Background: an optimization exercise with open tools, aiming at small area and a short achievable clock period. Do not read the settings as production practice.
The RTL was checked by simulation tests, not by an equivalence proof against the original design.
No activity file was given, so power comes from the tool's default toggle rates.

`flow/config.mk`:
```
export PLATFORM = sky130hd
export DESIGN_NAME = axi4_sdio_burst_reader_v1_0
export DESIGN_NICKNAME = axi4_sdio_burst_reader_v1_0
export VERILOG_FILES = /design/flow/design.v
export SDC_FILE = /design/flow/constraint.sdc
export NUM_CORES = 4
export LEC_CHECK = 0
export CAP_MARGIN = 20
export CORE_MARGIN = 2
export CORE_UTILIZATION = 40
export SLEW_MARGIN = 20
```
`flow/constraint.sdc`:
```
create_clock -name core_clock -period 7.0 [get_ports {axi_aclk}]
set_input_delay 1.4000 -clock core_clock [delete_from_list [all_inputs] [get_ports {axi_aclk}]]
set_output_delay 1.4000 -clock core_clock [all_outputs]
set_load 0.01 [all_outputs]
```
`flow/design.v`:
```
`timescale 1 ns / 1 ps
module axi4_sdio_burst_reader_v1_0_AXI #(
    parameter integer WRITE_BURST_COUNT = 2,
    parameter C_M_TARGET_SLAVE_BASE_ADDR = 32'h81000000,
    parameter integer C_M_AXI_BURST_LEN = 64,
    parameter integer C_M_AXI_ID_WIDTH = 1,
    parameter integer C_M_AXI_ADDR_WIDTH = 32,
    parameter integer C_M_AXI_DATA_WIDTH = 64
) (
    output logic [ 5:0] bram_addr,
    input  logic [63:0] bram_data,
    input logic start_whole_burst,
    input logic single_sector_burst,
    output logic TXN_DONE,
    output logic ERROR,
    input logic M_AXI_ACLK,
    input logic M_AXI_ARESETN,
    output logic [C_M_AXI_ID_WIDTH-1 : 0] M_AXI_AWID,
    output logic [C_M_AXI_ADDR_WIDTH-1 : 0] M_AXI_AWADDR,
    output logic [7 : 0] M_AXI_AWLEN,
    output logic [2 : 0] M_AXI_AWSIZE,
    output logic [1 : 0] M_AXI_AWBURST,
    output logic M_AXI_AWLOCK,
    output logic [3 : 0] M_AXI_AWCACHE,
    output logic [2 : 0] M_AXI_AWPROT,
    output logic [3 : 0] M_AXI_AWQOS,
    output logic M_AXI_AWVALID,
    input logic M_AXI_AWREADY,
    output logic [C_M_AXI_DATA_WIDTH-1 : 0] M_AXI_WDATA,
    output logic [C_M_AXI_DATA_WIDTH/8-1 : 0] M_AXI_WSTRB,
    output logic M_AXI_WLAST,
    output logic M_AXI_WVALID,
    input logic M_AXI_WREADY,
    input logic [1 : 0] M_AXI_BRESP,
    input logic M_AXI_BVALID,
    output logic M_AXI_BREADY
);
  function integer clogb2(input integer bit_depth);
    begin
      for (clogb2 = 0; bit_depth > 0; clogb2 = clogb2 + 1) bit_depth = bit_depth >> 1;
    end
  endfunction
  localparam integer C_TRANSACTIONS_NUM = clogb2(C_M_AXI_BURST_LEN - 1);
  localparam integer C_MASTER_LENGTH = 12;
  localparam integer C_NO_BURSTS_REQ = C_MASTER_LENGTH - clogb2(
      (C_M_AXI_BURST_LEN * C_M_AXI_DATA_WIDTH / 8) - 1
  );
  localparam IDLE = 1'b0, INIT_WRITE = 1'b1;
  logic mst_exec_state;
  logic [C_M_AXI_ADDR_WIDTH-1 : 0] axi_awaddr;
  logic axi_awvalid;
  logic axi_wlast;
  logic axi_wvalid;
  logic axi_bready;
  logic [C_TRANSACTIONS_NUM : 0] write_index;
  logic [20 : 0] write_burst_counter;
  logic start_single_burst_write;
  logic tx_done;
  logic burst_write_active;
  logic write_resp_error;
  logic wnext;
  logic init_txn_ff;
  logic init_txn_ff2;
  logic init_txn_edge;
  logic init_txn_pulse;
  assign M_AXI_AWID = 'b0;
  assign M_AXI_AWADDR = C_M_TARGET_SLAVE_BASE_ADDR + axi_awaddr;
  assign M_AXI_AWLEN = C_M_AXI_BURST_LEN - 1;
  assign M_AXI_AWSIZE = clogb2((C_M_AXI_DATA_WIDTH / 8) - 1);
  assign M_AXI_AWBURST = 2'b01;
  assign M_AXI_AWLOCK = 1'b0;
  assign M_AXI_AWCACHE = 4'b0011;
  assign M_AXI_AWPROT = 3'h0;
  assign M_AXI_AWQOS = 4'h0;
  assign M_AXI_AWVALID = axi_awvalid;
  assign M_AXI_WSTRB = {(C_M_AXI_DATA_WIDTH / 8) {1'b1}};
  assign M_AXI_WLAST = axi_wlast;
  assign M_AXI_WVALID = axi_wvalid;
  assign M_AXI_BREADY = axi_bready;
  assign init_txn_pulse = (!init_txn_ff2) && init_txn_ff;
  logic [63:0] bram_data_addr0;   
  always_comb begin
    if (burst_write_active && wnext) begin   
      bram_addr = write_index + 1;
    end else begin   
      bram_addr = write_index;
    end
  end
  always_comb begin
    if (write_index == 0) begin
      M_AXI_WDATA = bram_data_addr0;
    end else begin   
      M_AXI_WDATA = bram_data;
    end
  end
  always_ff @(posedge M_AXI_ACLK) begin
    if (M_AXI_ARESETN == 0) begin
      bram_data_addr0 <= 64'h0;
    end else if (single_sector_burst) begin   
      bram_data_addr0 <= bram_data;
    end
  end
  assign TXN_DONE = tx_done;
  always_ff @(posedge M_AXI_ACLK) begin
    if (M_AXI_ARESETN == 0) begin
      init_txn_ff  <= 1'b0;
      init_txn_ff2 <= 1'b0;
    end else begin
      init_txn_ff  <= start_whole_burst;
      init_txn_ff2 <= init_txn_ff;
    end
  end
  always_ff @(posedge M_AXI_ACLK) begin
    if (M_AXI_ARESETN == 0 || init_txn_pulse == 1'b1) begin
      axi_awvalid <= 1'b0;
    end   
    else if (~axi_awvalid && start_single_burst_write) begin
      axi_awvalid <= 1'b1;
    end    
    else if (M_AXI_AWREADY && axi_awvalid) begin
      axi_awvalid <= 1'b0;
    end else axi_awvalid <= axi_awvalid;
  end
  always_ff @(posedge M_AXI_ACLK) begin
    if (M_AXI_ARESETN == 0 || init_txn_pulse == 1'b1) begin
      axi_awaddr <= 'b0;
    end else if (M_AXI_AWREADY && axi_awvalid) begin
      axi_awaddr <= axi_awaddr + C_M_AXI_BURST_LEN * C_M_AXI_DATA_WIDTH / 8;   
    end else axi_awaddr <= axi_awaddr;
  end
  assign wnext = M_AXI_WREADY & axi_wvalid;
  always_ff @(posedge M_AXI_ACLK) begin
    if (M_AXI_ARESETN == 0 || init_txn_pulse == 1'b1) begin
      axi_wvalid <= 1'b0;
    end   
    else if (~axi_wvalid && start_single_burst_write) begin
      axi_wvalid <= 1'b1;
    end 
    else if (wnext && axi_wlast) axi_wvalid <= 1'b0;
    else axi_wvalid <= axi_wvalid;
  end
  always_ff @(posedge M_AXI_ACLK) begin
    if (M_AXI_ARESETN == 0 || init_txn_pulse == 1'b1) begin
      axi_wlast <= 1'b0;
    end else if (((write_index == C_M_AXI_BURST_LEN-2 && C_M_AXI_BURST_LEN >= 2) && wnext) || (C_M_AXI_BURST_LEN == 1 )) begin
      axi_wlast <= 1'b1;
    end   
    else if (wnext) axi_wlast <= 1'b0;
    else if (axi_wlast && C_M_AXI_BURST_LEN == 1) axi_wlast <= 1'b0;
    else axi_wlast <= axi_wlast;
  end
  always_ff @(posedge M_AXI_ACLK) begin
    if (M_AXI_ARESETN == 0 || init_txn_pulse == 1'b1 || burst_write_active == 0) begin
      write_index <= 0;  
    end else if (wnext && (write_index != C_M_AXI_BURST_LEN - 1)) begin
      write_index <= write_index + 1;
    end else write_index <= write_index;
  end
  always_ff @(posedge M_AXI_ACLK) begin
    if (M_AXI_ARESETN == 0 || init_txn_pulse == 1'b1) begin
      axi_bready <= 1'b0;
    end else if (M_AXI_BVALID && ~axi_bready) begin
      axi_bready <= 1'b1;
    end else if (axi_bready) begin
      axi_bready <= 1'b0;
    end else axi_bready <= axi_bready;
  end
  assign write_resp_error = axi_bready & M_AXI_BVALID & M_AXI_BRESP[1];
  always_ff @(posedge M_AXI_ACLK) begin
    if (M_AXI_ARESETN == 0 || init_txn_pulse == 1'b1) begin
      write_burst_counter <= 'b0;
    end else if (wnext && axi_wlast) begin
      if (write_burst_counter != WRITE_BURST_COUNT) begin
        write_burst_counter <= write_burst_counter + 1'b1;
      end
    end else write_burst_counter <= write_burst_counter;
  end
  always_ff @(posedge M_AXI_ACLK) begin
    if (M_AXI_ARESETN == 1'b0) begin
      mst_exec_state           <= IDLE;
      start_single_burst_write <= 1'b0;
      ERROR                    <= 1'b0;
      tx_done                  <= 1'b0;
    end else begin
      case (mst_exec_state)
        IDLE:
        if (init_txn_pulse == 1'b1) begin
          mst_exec_state <= INIT_WRITE;
          ERROR <= 1'b0;
          tx_done <= 1'b0;
        end else begin
          mst_exec_state <= IDLE;
        end
        INIT_WRITE: begin
          ERROR <= write_resp_error;
          if ((write_burst_counter == WRITE_BURST_COUNT)) begin
            mst_exec_state <= IDLE;
            tx_done <= 1'b1;
          end else begin
            mst_exec_state <= INIT_WRITE;
            if (~axi_awvalid && ~start_single_burst_write && ~burst_write_active && single_sector_burst) begin
              start_single_burst_write <= 1'b1;
            end else begin
              start_single_burst_write <= 1'b0;   
            end
          end
        end
      endcase
    end
  end   
  always_ff @(posedge M_AXI_ACLK) begin
    if (M_AXI_ARESETN == 0 || init_txn_pulse == 1'b1) burst_write_active <= 1'b0;
    else if (start_single_burst_write) burst_write_active <= 1'b1;
    else if (M_AXI_BVALID && axi_bready) burst_write_active <= 0;
  end
endmodule
module sdio_burst_reader (
    output logic sdcmd_o,
    output logic sdcmd_oe,
    input logic sdcmd_i,
    output logic sdclk,
    input logic [3:0] sdq,
    input logic clk_100mhz,
    input logic reset_ah,   
    input logic start_pulse,
    output logic [5:0] host_state,
    output logic found_resp,
    output logic ccs,
    output logic [7:0] manufacture_id,
    output logic [3:0] card_current_state,   
    input logic [5:0] bram_addr,   
    output logic [63:0] bram_data,
    output logic read_single_sector_done_pulse,   
    output logic read_all_sector_done_pulse,   
    input logic [19:0] input_sector_pos,   
    input logic [19:0] sector_count   
);
  typedef enum logic [5:0] {
    TXCMD = 'h0,
    RXRESP = 'h1,
    RXDATA = 'h2,
    IDLE = 'h3,
    CMD0 = 'h4,
    CMD8 = 'h5,
    CMD8_SENTDONE = 'h6,
    CMD8_PROCESSRX = 'h7,
    CMD55_41 = 'h8,
    CMD55_41_SENTDONE = 'h9,
    CMD55_41_PROCESSRX = 'ha,
    ACMD41 = 'hb,
    ACMD41_SENTDONE = 'hc,
    ACMD41_PROCESSRX = 'hd,
    CMD2 = 'he,
    CMD2_SENTDONE = 'hf,
    CMD2_PROCESSRX = 'h10,
    CMD3 = 'h11,
    CMD3_SENTDONE = 'h12,
    CMD3_PROCESSRX = 'h13,
    CMD7 = 'h14,
    CMD7_SENTDONE = 'h15,
    CMD7_PROCESSRX = 'h16,
    CMD55_6 = 'h17,
    CMD55_6_SENTDONE = 'h18,
    CMD55_6_PROCESSRX = 'h19,
    ACMD6 = 'h1a,
    ACMD6_SENTDONE = 'h1b,
    ACMD6_PROCESSRX = 'h1c,
    CMD6 = 'h1d,
    CMD6_SENTDONE = 'h1e,
    CMD6_PROCESSRX = 'h1f,
    CMD16 = 'h20,
    CMD16_SENTDONE = 'h21,
    CMD16_PROCESSRX = 'h22,
    CMD18 = 'h23,
    CMD18_SENTDONE = 'h24,
    CMD18_PROCESSRX = 'h25,
    CMD18_CHECKDATA = 'h26,
    CMD12 = 'h27,
    CMD12_SENTDONE = 'h28,
    CMD12_PROCESSRX = 'h29
  } sdio_host_state_t;
  typedef struct packed {   
    logic transmission;   
    logic [5:0] command;   
    logic [31:0] arg;   
    logic [6:0] crc;   
    logic endbit;   
  } sdio_request_t;
  function automatic logic [6:0] crc7(input logic [6:0] crc, input logic inbit);
    crc7 = {crc[5:0], crc[6] ^ inbit} ^ {3'b0, crc[6] ^ inbit, 3'b0};
  endfunction
  function automatic sdio_request_t compose_command(input logic [5:0] cmd, input logic [31:0] arg);
    compose_command = {1'b1, cmd, arg, 7'b0, 1'b1};
  endfunction
  logic [7:0] clock_counter, clock_div;   
  localparam CLK50M_CNT = 'd1;   
  localparam CLK25M_CNT = 'd2;   
  localparam CLK12M5_CNT = 'd4;   
  localparam CLK400K_CNT = CLK25M_CNT;   
  localparam RECVCNT_R2 = 135;   
  localparam RECVCNT_notR2 = 47;   
  localparam TXCNT = 48;
  logic [3:0] sdq_ff1;   
  always_ff @(posedge clk_100mhz) begin
    if (reset_ah) begin
      sdq_ff1 <= 4'hF;   
    end else begin
      sdq_ff1 <= sdq;
    end
  end
  logic [134:0] resp;  
  sdio_request_t req;   
  logic [8:0] reqresp_cnt;
  logic [18:0] padding_cnt;
  logic [19:0] cur_sector_pos;   
  logic found_response;
  logic [15:0] rca;
  logic [31:0] card_status;   
  logic [10:0] data_rx_cnt;   
  logic [5:0] data_rx_tail_cnt;   
  logic [9:0] bumping_cnt;   
  logic [63:0] tmpSectorBuffer[64];
  logic [63:0] tmpDWORDBuffer;   
  logic [5:0] datarx_addr, datarx_addr_offset;
  assign card_current_state = card_status[12:9];
  assign found_resp = found_response;
  sdio_host_state_t state, return_state;
  assign host_state = state;
  always_comb begin
    datarx_addr = data_rx_cnt[9:4];   
    if (~data_rx_cnt[0]) begin
      datarx_addr_offset = (data_rx_cnt[3:1] << 3) + 4;   
    end else begin
      datarx_addr_offset = data_rx_cnt[3:1] << 3;
    end
  end
  always_ff @(posedge clk_100mhz) begin
    bram_data <= tmpSectorBuffer[bram_addr];
  end
  always_ff @(posedge clk_100mhz) begin
    if (reset_ah) begin
      state <= IDLE;
      sdclk <= 1'b0;   
      sdcmd_oe <= 0;   
      sdcmd_o <= 0;
      clock_counter <= 'b0;
      clock_div <= CLK400K_CNT;
      reqresp_cnt <= 'b0;
      padding_cnt <= 'b0;
      req <= 'b0;
      found_response <= 0;
      rca <= 'b0;
      ccs <= 0;
      manufacture_id <= 'b0;
      card_status <= 'b0;
      data_rx_cnt <= 'b0;
      data_rx_tail_cnt <= 'b0;
      bumping_cnt <= 'b0;
      cur_sector_pos <= 'b0;
      read_single_sector_done_pulse <= 0;
      read_all_sector_done_pulse <= 0;
      tmpDWORDBuffer <= 'b0;
    end else begin
      if (read_single_sector_done_pulse) begin
        read_single_sector_done_pulse <= 0;
      end
      if (read_all_sector_done_pulse) begin
        read_all_sector_done_pulse <= 0;
      end
      case (state)
        TXCMD: begin
          if (padding_cnt == 0) begin
            if (reqresp_cnt == 0) begin
              state <= return_state;
            end else begin
              if (clock_counter < clock_div - 1) begin
                clock_counter <= clock_counter + 1;
              end else begin
                sdclk <= ~sdclk;
                clock_counter <= 'b0;
                if (sdclk) begin   
                  if (reqresp_cnt > 1) begin
                    sdcmd_oe <= 1;
                    sdcmd_o  <= req[reqresp_cnt - 2]; 
                  end else begin   
                    sdcmd_oe <= 0;
                  end
                  if (reqresp_cnt >= 10) begin
                    req.crc <= crc7(req.crc, req[reqresp_cnt-2]);
                  end
                  reqresp_cnt <= reqresp_cnt - 1;
                end
              end
            end
          end else begin   
            if (clock_counter < clock_div - 1) begin
              clock_counter <= clock_counter + 1;
            end else begin
              sdclk <= ~sdclk;
              clock_counter <= 'b0;
              if (sdclk) begin   
                padding_cnt <= padding_cnt - 1;
                if (padding_cnt == 1) begin
                  sdcmd_oe <= 1;
                  sdcmd_o  <= 0;   
                end
              end
            end
          end
        end
        RXRESP: begin
          if (padding_cnt == 0) begin
            if (reqresp_cnt == 0) begin
              state <= return_state;
            end else begin
              if (clock_counter < clock_div - 1) begin
                clock_counter <= clock_counter + 1;
              end else begin
                sdclk <= ~sdclk;
                clock_counter <= 'b0;
                if (~sdclk) begin   
                  resp <= {resp[133:0], sdcmd_i};   
                end else begin   
                  reqresp_cnt <= reqresp_cnt - 1;
                end
              end
            end
          end else begin
            if (clock_counter < clock_div - 1) begin
              clock_counter <= clock_counter + 1;
            end else begin
              sdclk <= ~sdclk;
              clock_counter <= 'b0;
              if (sdclk) begin
                padding_cnt <= padding_cnt - 1;
                if (found_response) begin
                  padding_cnt <= 0;
                end
              end else begin
                if (~sdcmd_i) begin   
                  found_response <= 1;   
                end
              end
            end
          end
        end
        RXDATA: begin  
          if (padding_cnt == 0) begin
            if (data_rx_tail_cnt == 0) begin
              if (found_response) begin
                cur_sector_pos <= cur_sector_pos + 1;
                read_single_sector_done_pulse <= 1;
              end
              state <= return_state;   
            end else begin
              if (data_rx_cnt < 512 * 2) begin   
                if (clock_counter < clock_div - 1) begin
                  clock_counter <= clock_counter + 1;
                end else begin
                  sdclk <= ~sdclk;
                  clock_counter <= 'b0;
                  if (~sdclk) begin   
                    if (data_rx_cnt[3:0] == 4'hF) begin
                      tmpSectorBuffer[datarx_addr] <= {
                        tmpDWORDBuffer[63:60], sdq, tmpDWORDBuffer[55:0]
                      };
                    end else begin
                      tmpDWORDBuffer[datarx_addr_offset+:4] <= sdq;
                    end
                  end else begin   
                    data_rx_cnt <= data_rx_cnt + 1;
                  end
                end
              end else begin   
                if (clock_counter < clock_div - 1) begin
                  clock_counter <= clock_counter + 1;
                end else begin
                  sdclk <= ~sdclk;
                  clock_counter <= 'b0;
                  if (sdclk) begin   
                    data_rx_tail_cnt <= data_rx_tail_cnt - 1;
                  end
                end
              end
            end
          end else begin
            if (clock_counter < clock_div - 1) begin
              clock_counter <= clock_counter + 1;
            end else begin
              sdclk <= ~sdclk;
              clock_counter <= 'b0;
              if (sdclk) begin
                padding_cnt <= padding_cnt - 1;
                if (found_response) begin
                  padding_cnt <= 0;
                end
              end else begin
                if (sdq == 4'h0) begin
                  found_response <= 1;
                end
              end
            end
          end
        end
        IDLE: begin
          state <= CMD0;
        end
        CMD0: begin   
          state <= TXCMD;
          reqresp_cnt <= TXCNT;   
          padding_cnt <= 4;
          req <= compose_command(0, 0);
          return_state = CMD8;
        end
        CMD8: begin   
          state <= TXCMD;
          reqresp_cnt <= TXCNT;
          padding_cnt <= 40;
          req <= compose_command(
              8, 'h1aa
          );   
          return_state = CMD8_SENTDONE;   
        end
        CMD8_SENTDONE: begin
          state <= RXRESP;
          reqresp_cnt <= RECVCNT_notR2;
          padding_cnt <= 200;   
          found_response <= 0;
          return_state = CMD8_PROCESSRX;
        end
        CMD8_PROCESSRX: begin
          if (found_response && resp[15:8] == 8'haa) begin
            state <= CMD55_41;
          end else begin
            state <= CMD8;
          end
        end
        CMD55_41: begin   
          state <= TXCMD;
          reqresp_cnt <= TXCNT;
          padding_cnt <= 4;
          req <= compose_command(55, 0);
          return_state = CMD55_41_SENTDONE;
        end
        CMD55_41_SENTDONE: begin
          state <= RXRESP;
          reqresp_cnt <= RECVCNT_notR2;   
          padding_cnt <= 200;
          found_response <= 0;
          return_state = CMD55_41_PROCESSRX;
        end
        CMD55_41_PROCESSRX: begin
          if (found_response) begin
            state <= ACMD41;
            card_status <= resp[39:8];   
          end else begin
            state <= CMD55_41;   
          end
        end
        ACMD41: begin   
          state <= TXCMD;
          reqresp_cnt <= TXCNT;
          padding_cnt <= 4;
          req <= compose_command(41, 'hc0100000);
          return_state = ACMD41_SENTDONE;
        end
        ACMD41_SENTDONE: begin
          state <= RXRESP;
          reqresp_cnt <= RECVCNT_notR2;
          padding_cnt <= 200;
          found_response <= 0;
          return_state = ACMD41_PROCESSRX;
        end
        ACMD41_PROCESSRX: begin
          if (found_response && resp[39]) begin
            ccs   <= resp[38];   
            state <= CMD2;
          end else begin
            state <= CMD55_41;   
          end
        end
        CMD2: begin   
          state <= TXCMD;
          reqresp_cnt <= TXCNT;
          padding_cnt <= 4;
          req <= compose_command(2, 0);
          return_state = CMD2_SENTDONE;
        end
        CMD2_SENTDONE: begin
          state <= RXRESP;
          reqresp_cnt <= RECVCNT_R2;
          padding_cnt <= 200;
          found_response <= 0;
          return_state = CMD2_PROCESSRX;
        end
        CMD2_PROCESSRX: begin
          if (found_response) begin
            state <= CMD3;
            manufacture_id <= resp[127:120];   
          end else begin
            state <= CMD2;   
          end
        end
        CMD3: begin   
          state <= TXCMD;
          reqresp_cnt <= TXCNT;
          padding_cnt <= 4;
          req <= compose_command(3, 0);
          return_state = CMD3_SENTDONE;
        end
        CMD3_SENTDONE: begin
          state <= RXRESP;
          reqresp_cnt <= RECVCNT_notR2;
          padding_cnt <= 200;
          found_response <= 0;
          return_state = CMD3_PROCESSRX;
        end
        CMD3_PROCESSRX: begin
          if (found_response) begin
            rca <= resp[39:24];   
            card_status[23] <= resp[23];
            card_status[22] <= resp[22];
            card_status[19] <= resp[21];
            card_status[12:0] <= resp[20:8];
            state <= CMD7;
          end else begin
            state <= CMD3;   
          end
        end
        CMD7: begin   
          state <= TXCMD;
          reqresp_cnt <= TXCNT;
          padding_cnt <= 4;
          req <= compose_command(7, {rca, 16'b0});
          return_state = CMD7_SENTDONE;
        end
        CMD7_SENTDONE: begin
          state <= RXRESP;
          reqresp_cnt <= RECVCNT_notR2;
          padding_cnt <= 2048;
          found_response <= 0;
          return_state = CMD7_PROCESSRX;
        end
        CMD7_PROCESSRX: begin
          if (found_response) begin
            state <= CMD55_6;
            card_status <= resp[39:8];   
            clock_div <= CLK12M5_CNT;
          end else begin
            state <= CMD7;   
          end
        end
        CMD55_6: begin   
          state <= TXCMD;
          reqresp_cnt <= TXCNT;
          padding_cnt <= 4;
          req <= compose_command(55, {rca, 16'b0});
          return_state = CMD55_6_SENTDONE;
        end
        CMD55_6_SENTDONE: begin
          state <= RXRESP;
          reqresp_cnt <= RECVCNT_notR2;
          padding_cnt <= 2048;
          found_response <= 0;
          return_state = CMD55_6_PROCESSRX;
        end
        CMD55_6_PROCESSRX: begin
          if (found_response) begin
            state <= ACMD6;
            card_status <= resp[39:8];   
          end else begin
            state <= CMD55_6;   
          end
        end
        ACMD6: begin   
          state <= TXCMD;
          reqresp_cnt <= TXCNT;
          padding_cnt <= 2048;
          req <= compose_command(6, 'h2);   
          return_state = ACMD6_SENTDONE;
        end
        ACMD6_SENTDONE: begin
          state <= RXRESP;
          reqresp_cnt <= RECVCNT_notR2;
          padding_cnt <= 2048;
          found_response <= 0;
          return_state = ACMD6_PROCESSRX;
        end
        ACMD6_PROCESSRX: begin
          if (found_response) begin
            state <= CMD6;
            card_status <= resp[39:8];   
          end else begin
            state <= CMD55_6;   
          end
        end
        CMD6: begin   
          state <= TXCMD;
          reqresp_cnt <= TXCNT;
          padding_cnt <= 2048;
          req <= compose_command(6, 'h8000FFF1);
          return_state = CMD6_SENTDONE;
        end
        CMD6_SENTDONE: begin
          state <= RXRESP;
          reqresp_cnt <= RECVCNT_notR2;
          padding_cnt <= 2048;
          found_response <= 0;
          return_state = CMD6_PROCESSRX;
        end
        CMD6_PROCESSRX: begin
          if (found_response) begin
            state <= CMD16;
            card_status <= resp[39:8];   
            clock_div <= CLK50M_CNT;
          end else begin
            state <= CMD6;   
          end
        end
        CMD16: begin   
          state <= TXCMD;
          reqresp_cnt <= TXCNT;
          padding_cnt <= 2048;   
          req <= compose_command(16, 'h200);
          return_state = CMD16_SENTDONE;
        end
        CMD16_SENTDONE: begin
          state <= RXRESP;
          reqresp_cnt <= RECVCNT_notR2;
          padding_cnt <= 2048;
          found_response <= 0;
          return_state = CMD16_PROCESSRX;
        end
        CMD16_PROCESSRX: begin
          if (found_response) begin
            state <= CMD18;
            card_status <= resp[39:8];   
          end else begin
            state <= CMD16;   
          end
        end
        CMD18: begin   
          if (start_pulse && (sector_count != 0)) begin   
            state <= TXCMD;
            reqresp_cnt <= TXCNT;
            padding_cnt <= 2048;
            found_response <= 0;   
            req <= compose_command(18, cur_sector_pos + input_sector_pos);
            return_state = CMD18_SENTDONE;
          end
        end
        CMD18_SENTDONE: begin  
          state <= RXRESP;
          reqresp_cnt <= RECVCNT_notR2;
          padding_cnt <= 2048;
          found_response <= 0;
          return_state = CMD18_PROCESSRX;
        end
        CMD18_PROCESSRX: begin  
          if (found_response) begin
            state <= RXDATA;
            data_rx_cnt <= 0;   
            data_rx_tail_cnt <= 16+1+4;   
            padding_cnt <= 500000;
            found_response <= 0;
            card_status <= resp[39:8];   
            return_state = CMD18_CHECKDATA;
          end else begin   
            state <= TXCMD;
            reqresp_cnt <= TXCNT;
            padding_cnt <= 2048;
            req <= compose_command(18, cur_sector_pos + input_sector_pos);
            return_state = CMD18_SENTDONE;
          end
        end
        CMD18_CHECKDATA: begin  
          if (found_response) begin   
            if (cur_sector_pos < sector_count) begin
              state <= RXDATA;   
              data_rx_cnt <= 0;
              data_rx_tail_cnt <= 16+1+4;   
              padding_cnt <= 500000;  
              found_response <= 0;
            end else begin
              read_all_sector_done_pulse <= 1;
              state <= CMD12;   
            end
          end else begin   
            state <= TXCMD;
            reqresp_cnt <= TXCNT;
            padding_cnt <= 2048;
            req <= compose_command(18, cur_sector_pos + input_sector_pos);
            return_state = CMD18_SENTDONE;
          end
        end
        CMD12: begin  
          cur_sector_pos <= 0;   
          state <= TXCMD;
          reqresp_cnt <= TXCNT;
          padding_cnt <= 4;
          found_response <= 0;
          req <= compose_command(12, 0);
          return_state = CMD12_SENTDONE;
        end
        CMD12_SENTDONE: begin
          state <= RXRESP;
          reqresp_cnt <= RECVCNT_notR2;
          padding_cnt <= 2048;
          bumping_cnt <= 1023;   
          found_response <= 0;
          return_state = CMD12_PROCESSRX;
        end
        CMD12_PROCESSRX: begin
          if (found_response) begin
            if (bumping_cnt == 0) begin
              state <= CMD18;   
              card_status <= resp[39:8];   
            end else begin   
              if (clock_counter < clock_div - 1) begin
                clock_counter <= clock_counter + 1;
              end else begin
                sdclk <= ~sdclk;
                clock_counter <= 'b0;
                if (sdclk) begin   
                  bumping_cnt <= bumping_cnt - 1;
                end
              end
            end
          end else begin
            state <= CMD12;   
          end
        end
        default: begin
          state <= IDLE;
        end
      endcase
    end
  end
endmodule
`timescale 1 ns / 1 ps
module axi4_sdio_burst_reader_v1_0 #(
    parameter integer SDIO_BURST_SECTOR_START = 0,
    parameter integer SDIO_BURST_SECTOR_COUNT = 2,   
    parameter C_AXI_TARGET_SLAVE_BASE_ADDR = 32'h81000000,
    parameter integer C_AXI_BURST_LEN = 64,
    parameter integer C_AXI_ID_WIDTH = 1,
    parameter integer C_AXI_ADDR_WIDTH = 32,
    parameter integer C_AXI_DATA_WIDTH = 64
) (
    output logic sdcmd_o,
    output logic sdcmd_oe,
    input logic sdcmd_i,
    input logic [3:0] sdq,
    output logic sdclk,
    input logic start_whole_burst,   
    output logic read_all_sector_done_pulse,  
    output logic axi_txn_done, 
    output logic axi_error,
    output logic [5:0] sdio_host_state,
    output logic [3:0] card_current_state,
    input logic axi_aclk,
    input logic axi_aresetn,
    output logic [C_AXI_ID_WIDTH-1 : 0] axi_awid,
    output logic [C_AXI_ADDR_WIDTH-1 : 0] axi_awaddr,
    output logic [7 : 0] axi_awlen,
    output logic [2 : 0] axi_awsize,
    output logic [1 : 0] axi_awburst,
    output logic axi_awlock,
    output logic [3 : 0] axi_awcache,
    output logic [2 : 0] axi_awprot,
    output logic [3 : 0] axi_awqos,
    output logic axi_awvalid,
    input logic axi_awready,
    output logic [C_AXI_DATA_WIDTH-1 : 0] axi_wdata,
    output logic [C_AXI_DATA_WIDTH/8-1 : 0] axi_wstrb,
    output logic axi_wlast,
    output logic axi_wvalid,
    input logic axi_wready,
    input logic [1 : 0] axi_bresp,
    input logic axi_bvalid,
    output logic axi_bready
);
  logic read_single_sector_done_pulse;
  logic [5:0] bram_addr;
  logic [63:0] bram_data;
  axi4_sdio_burst_reader_v1_0_AXI #(
      .WRITE_BURST_COUNT(SDIO_BURST_SECTOR_COUNT),
      .C_M_TARGET_SLAVE_BASE_ADDR(C_AXI_TARGET_SLAVE_BASE_ADDR),
      .C_M_AXI_BURST_LEN(C_AXI_BURST_LEN),
      .C_M_AXI_ID_WIDTH(C_AXI_ID_WIDTH),
      .C_M_AXI_ADDR_WIDTH(C_AXI_ADDR_WIDTH),
      .C_M_AXI_DATA_WIDTH(C_AXI_DATA_WIDTH)
  ) axi4_sdio_burst_reader_v1_0_AXI_inst (
      .start_whole_burst(start_whole_burst),   
      .single_sector_burst(read_single_sector_done_pulse),
      .TXN_DONE(axi_txn_done),
      .ERROR(axi_error),
      .bram_addr(bram_addr),
      .bram_data(bram_data),
      .M_AXI_ACLK(axi_aclk),
      .M_AXI_ARESETN(axi_aresetn),
      .M_AXI_AWID(axi_awid),
      .M_AXI_AWADDR(axi_awaddr),
      .M_AXI_AWLEN(axi_awlen),
      .M_AXI_AWSIZE(axi_awsize),
      .M_AXI_AWBURST(axi_awburst),
      .M_AXI_AWLOCK(axi_awlock),
      .M_AXI_AWCACHE(axi_awcache),
      .M_AXI_AWPROT(axi_awprot),
      .M_AXI_AWQOS(axi_awqos),
      .M_AXI_AWVALID(axi_awvalid),
      .M_AXI_AWREADY(axi_awready),
      .M_AXI_WDATA(axi_wdata),
      .M_AXI_WSTRB(axi_wstrb),
      .M_AXI_WLAST(axi_wlast),
      .M_AXI_WVALID(axi_wvalid),
      .M_AXI_WREADY(axi_wready),
      .M_AXI_BRESP(axi_bresp),
      .M_AXI_BVALID(axi_bvalid),
      .M_AXI_BREADY(axi_bready)
  );
  logic start_pulse_sdio;   
  logic start_whole_burst_ff1, start_whole_burst_ff2;
  always @(posedge axi_aclk) begin
    if (~axi_aresetn) begin
      start_whole_burst_ff1 <= 1'b0;
      start_whole_burst_ff2 <= 1'b0;
    end else begin
      start_whole_burst_ff1 <= start_whole_burst;
      start_whole_burst_ff2 <= start_whole_burst_ff1;
    end
  end
  assign start_pulse_sdio = start_whole_burst_ff1 & ~start_whole_burst_ff2;
  sdio_burst_reader reader (
      .sdcmd_o(sdcmd_o),
      .sdcmd_oe(sdcmd_oe),
      .sdcmd_i(sdcmd_i),
      .sdclk(sdclk),
      .sdq(sdq),
      .clk_100mhz(axi_aclk),
      .reset_ah(~axi_aresetn),
      .start_pulse(start_pulse_sdio),
      .host_state(sdio_host_state),
      .card_current_state(card_current_state),  
      .bram_addr(bram_addr),
      .bram_data(bram_data),
      .input_sector_pos(SDIO_BURST_SECTOR_START),
      .sector_count(SDIO_BURST_SECTOR_COUNT),
      .read_single_sector_done_pulse(read_single_sector_done_pulse),
      .read_all_sector_done_pulse(read_all_sector_done_pulse)  
  );
endmodule
```
`flow/run.sh`:
```
#!/bin/bash
# synth_recipe.tcl (not shown) runs the flow's synth.tcl, then flattens the netlist and writes it again
# the make line also repeats each setting of config.mk as NAME=value (left out here)
make -C /OpenROAD-flow-scripts/flow DESIGN_CONFIG=/design/flow/config.mk WORK_HOME=/design/flow/orfs CLKGATE_MAP_FILE= SYNTH_SCRIPT=/design/flow/synth_recipe.tcl finish
```
==> impl_metrics.csv <==
group,metric,value,unit
cts,cts_resized,0,
route,drt_iter0_markers,12604,
route,drt_pass1_iterations,7,
setup_path,critPathKind,"reg -> reg",
sta,setup_slack,1.14,ns
yosys,netlist_area,0.176,mm²
global_route,grt-ovfl-total,0,
yosys,synth_cells,8847,
setup_path,regToRegSetupSlack,1.14,ns
die,ioPinCount,163,
global_route,grt_pass1_vias,91360,
sta,worst_pin_slew,1.16,ns
cts,cts_setup_buffers,0,
global_route,grt_util_all_layers,21.7,%
cts,cts-root-buf,"clkbuf_16",
setup_path,slowest_stage,"o2111a_1",
yosys,avgSynthCellArea,19.8,µm²
route,ant_nets,0,
sta,finClkSkew,0.0635,ns
yosys,yosysSeqAreaShare,75.6,%
cts,cts_max_level,5,
place,hpwl,254000,µm
die,die_w,666,µm
cts,max-clock-path-buffers,4,
yosys,synth_edf_count,4142,
sta,rsz0062_at_grt,"false",
power_and_ir_drop,p_per_area,286,mW/mm²
sta,slew_headroom,22.5,%
power_and_ir_drop,p_leak,0.0637,µW
cts,clk_latency,1.01,ns
place,place_inst,14503,
setup_path,worst_setup_path_start_kind,"flip-flop",
route,drt_wl_total,492000,µm
setup_path,arrival,6.50,ns
sta,setup_tns,0,ns
cts,cts_tree,"done",
route,vias,92163,
yosys,synth_seq_cells,4557,
finish,nNetsFinal,9237,
setup_path,crit_fanout,21,
setup_path,end_kind,"flip-flop",
setup_path,required,7.64,ns
sta,finalSetupViolations,0,
setup_path,cp_slowest_stage_delay,1.03,ns
min_path,min_path_cells,0,
sta,period_needed,5.86,ns
cts,cts_made_buffers,445,
global_route,grt_pass1_wl,689000,µm
yosys,synth-async-reset-ratio,0,%
route,post_drt_wl_per_cell,32.0,µm
yosys,ys_types,92,
cts,cts_num_sinks,4557,
job,drv_cap,0,
setup_path,worstPathCellList,"nor4_1 -> nand4b_1 -> nor4_1 -> o2111a_1 -> and4b_1 -> nand3_1 -> nor2_4 -> buf_12",
place,place_area,0.186,mm²
die,rows,243,
setup_path,cp_common_cell,"nor4_1",
min_path,worstHoldStart,"reader.resp[32]$_DFFE_PP_",
sta,fin_crit_sh,83.8,%
die,die_area,0.444,mm²
sta,fmax,0.171,GHz
sta,finalHoldViolations,0,
die,start_util,40.1,%
finish,drive_gt1_share,23.3,%
setup_path,rr_worst_depth,8,
finish,area_delta_synth_final,14.6,%
yosys,yosys_most_used_dff,"edfxtp_1",
min_path,hold_end,"reader.resp[33]$_DFFE_PP_",
global_route,antenna_found_initial,15,
die,coreArea,0.438,mm²
cts,cts.reportedPaths.clkPinSlew,0.06,ns
route,vias_per_cell,6.00,
route,drc,0,
status,outcome,"no timing/DRC/antenna violations",
place,place.gp.congestion,0.812,
power_and_ir_drop,irDropWorstVdd,0.245,mV
global_route,grt_max_degree,103,
yosys,ys_warn_count,5,
min_path,hold_path_class,"reg -> reg",
setup_path,timing.rr.start,"reader.padding_cnt[14]$_SDFFE_PN0P_",
place,pre_cts_slack,1.30,ns
die,die_h,666,µm
cts,hold_buffers,0,
sta,report.final.slew_viol_count,0,
finish,fin_area,0.201,mm²
place,io_buffers,118,
setup_path,r2r-end,"reader.tmpSectorBuffer[31][10]$_DFFE_PP_",
finish,stdcell_count,15348,
[worst max path at each step]
stage | endpoint | slack [ns] | start
floorplan | reader.resp[0]$_DFFE_PP_ | 1.27 | axi_aresetn
global route | reader.tmpSectorBuffer[31][30]$_DFFE_PP_ | 1.06 | reader.padding_cnt[13]$_SDFFE_PN0P_
detailed placement | reader.bram_data[24]$_DFF_P_ | 1.30 | axi_wready
CTS | reader.tmpSectorBuffer[31][10]$_DFFE_PP_ | 1.33 | reader.padding_cnt[14]$_SDFFE_PN0P_
global placement | reader.bram_data[24]$_DFF_P_ | 1.33 | axi_wready
finish | reader.tmpSectorBuffer[31][10]$_DFFE_PP_ | 1.14 | reader.padding_cnt[14]$_SDFFE_PN0P_
[state kept, by name (all words and copies together) (netlist names), 3 cells and up, named ones only]
signal / flops
reader.card_status: 4
axi4_sdio_burst_reader_v1_0_AXI_inst.axi_awaddr: 23
reader.bram_data: 64
reader.data_rx_cnt: 11
axi4_sdio_burst_reader_v1_0_AXI_inst.write_burst_counter: 21
reader.padding_cnt: 19
reader.tmpDWORDBuffer: 60
reader.tmpSectorBuffer: 4096
reader.bumping_cnt: 10
reader.cur_sector_pos: 20
reader.clock_counter: 8
reader.resp: 40
reader.state: 6
reader.req: 47
reader.return_state: 6
reader.clock_div: 3
axi4_sdio_burst_reader_v1_0_AXI_inst.write_index: 7
reader.rca: 16
reader.reqresp_cnt: 9
axi4_sdio_burst_reader_v1_0_AXI_inst.bram_data_addr0: 64
reader.data_rx_tail_cnt: 6
[where the power goes]
group,total (µW),switching [µW],leakage [µW],internal (µW)
clock,24600,10400,0.00735,14200
combinational,3330,2260,0.0146,1060
sequential,29600,144,0.0418,29400
total,57500,12800,0.0637,44700
[cell families (layout without fill, tap and decap cells)]
family          after synthesis  after routing  synth area share [%]
compound gates              854            854                  3.34
xor+xnor                     96             96                 0.479
fa+ha+maj                    30             30                 0.214
buf+inv                     608           1304                  1.50
flops                      4557           4557                  75.6
mux                        1374           1374                  15.3
other cells                   2             50               0.00428
simple gates               1326           1326                  3.60
[critical path, delay by kind of cell, from the launching register on]
family / cells / cell delay, ns
AOI/OAI and AO/OA: 1 / 1.03
DFF: 1 / 0.35
and+or+nand+nor: 6 / 3.74
buffers and inverters: 1 / 0.34
[layout by cell type (no fill, tap or decap), drive strengths merged, types with 74 or more instances in the layout]
cell type,n
buf,309
mux4,1037
dfxtp,415
clkinv,177
or4,74
a21oi,246
clkdlybuf4s50,113
nor3,86
nor2,384
nand3,131
o22ai,74
edfxtp,4142
clkbuf,580
mux2i,270
nand2,419
a22oi,205
[through the flow]
| step | total power [µW] | hold WS [ns] | util [%] |
|---|---|---|---|
| after global routing | 59100 | 0.421 | 46.0 |
| after CTS | 57700 | 0.406 | 46.0 |
| after floorplan | 32300 | 0.400 | - |
| after global placement | 33300 | 0.408 | 42.5 |
| after detailed placement | 33300 | 0.407 | 42.5 |
| final | 57500 | 0.404 | 46.0 |
[Yosys cell counts, types with 38 or more instances]
cell         n  area [µm²]
a21oi_1    245        1230
mux2_2      67         754
nor3_1      83         415
a221o_1     65         651
o21ai_0     67         335
nand4_1     38         238
xor2_1      61         534
dfxtp_1    415        8310
a22oi_1    205        1540
inv_1       43         161
o22ai_1     74         463
buf_4       58         435
nand3_1    130         651
buf_2       99         495
a211oi_1    41         308
clkbuf_1   341        1280
buf_1       64         240
or4_1       73         548
nor2_1     384        1440
mux4_2    1037       23400
mux2i_1    270        2700
nand2_1    419        1570
edfxtp_1  4142      124000
[per-layer routing]
layer	part of all wire, %	up-vias	global-route usage (%)
met4	2.9	0	6.00
li1	-	37099	-
met3	9.0	807	3.28
met1	41	49569	31.2
met2	47	4688	34.5
met5	0	-	0.0109
[cell type report]
cell class / count / area (µm²)
inverter: 45 / 176
clock inverter: 257 / 2810
fill: 36081 / 236000
antenna: 7 / 17.5
timing repair buffer: 422 / 4950
multi-input combinational: 3723 / 41000
tap: 5757 / 7200
clock buffer: 580 / 12200
sequential: 4557 / 133000

separate check: timing with driven ports:
In the flow no input, the clock included, has a driving cell. The finished layout below was timed again as built, in two steps.
Step 1 (the two cells are an assumption about what drives the block):
set clk [get_ports {axi_aclk}]
set_driving_cell -lib_cell sky130_fd_sc_hd__clkbuf_16 $clk
set_driving_cell -lib_cell sky130_fd_sc_hd__buf_2 [delete_from_list [all_inputs] $clk]
Step 2 adds t to the input delays and takes it off the output delays; t is the mean of the earliest and latest rising clock arrival at the registers after step 1. Input paths then give back, and output paths get back, about the clock's delay inside the block.
a / b / c = ideal / step 1 / step 2; a / b = the first two.
t, ns: 1.077
slack for setup (ns): 1.137 / 1.137 / 1.137
worst setup path after step 2: register to register
slew at the worst register clock pin (ns): 0.07 / 0.07
worst data-port slew with drivers (ns): 0.18
After both steps setup and hold are still met in this run. The setup slack of this run moves by 0.000 ns with the drivers and by 0.000 ns with both steps.
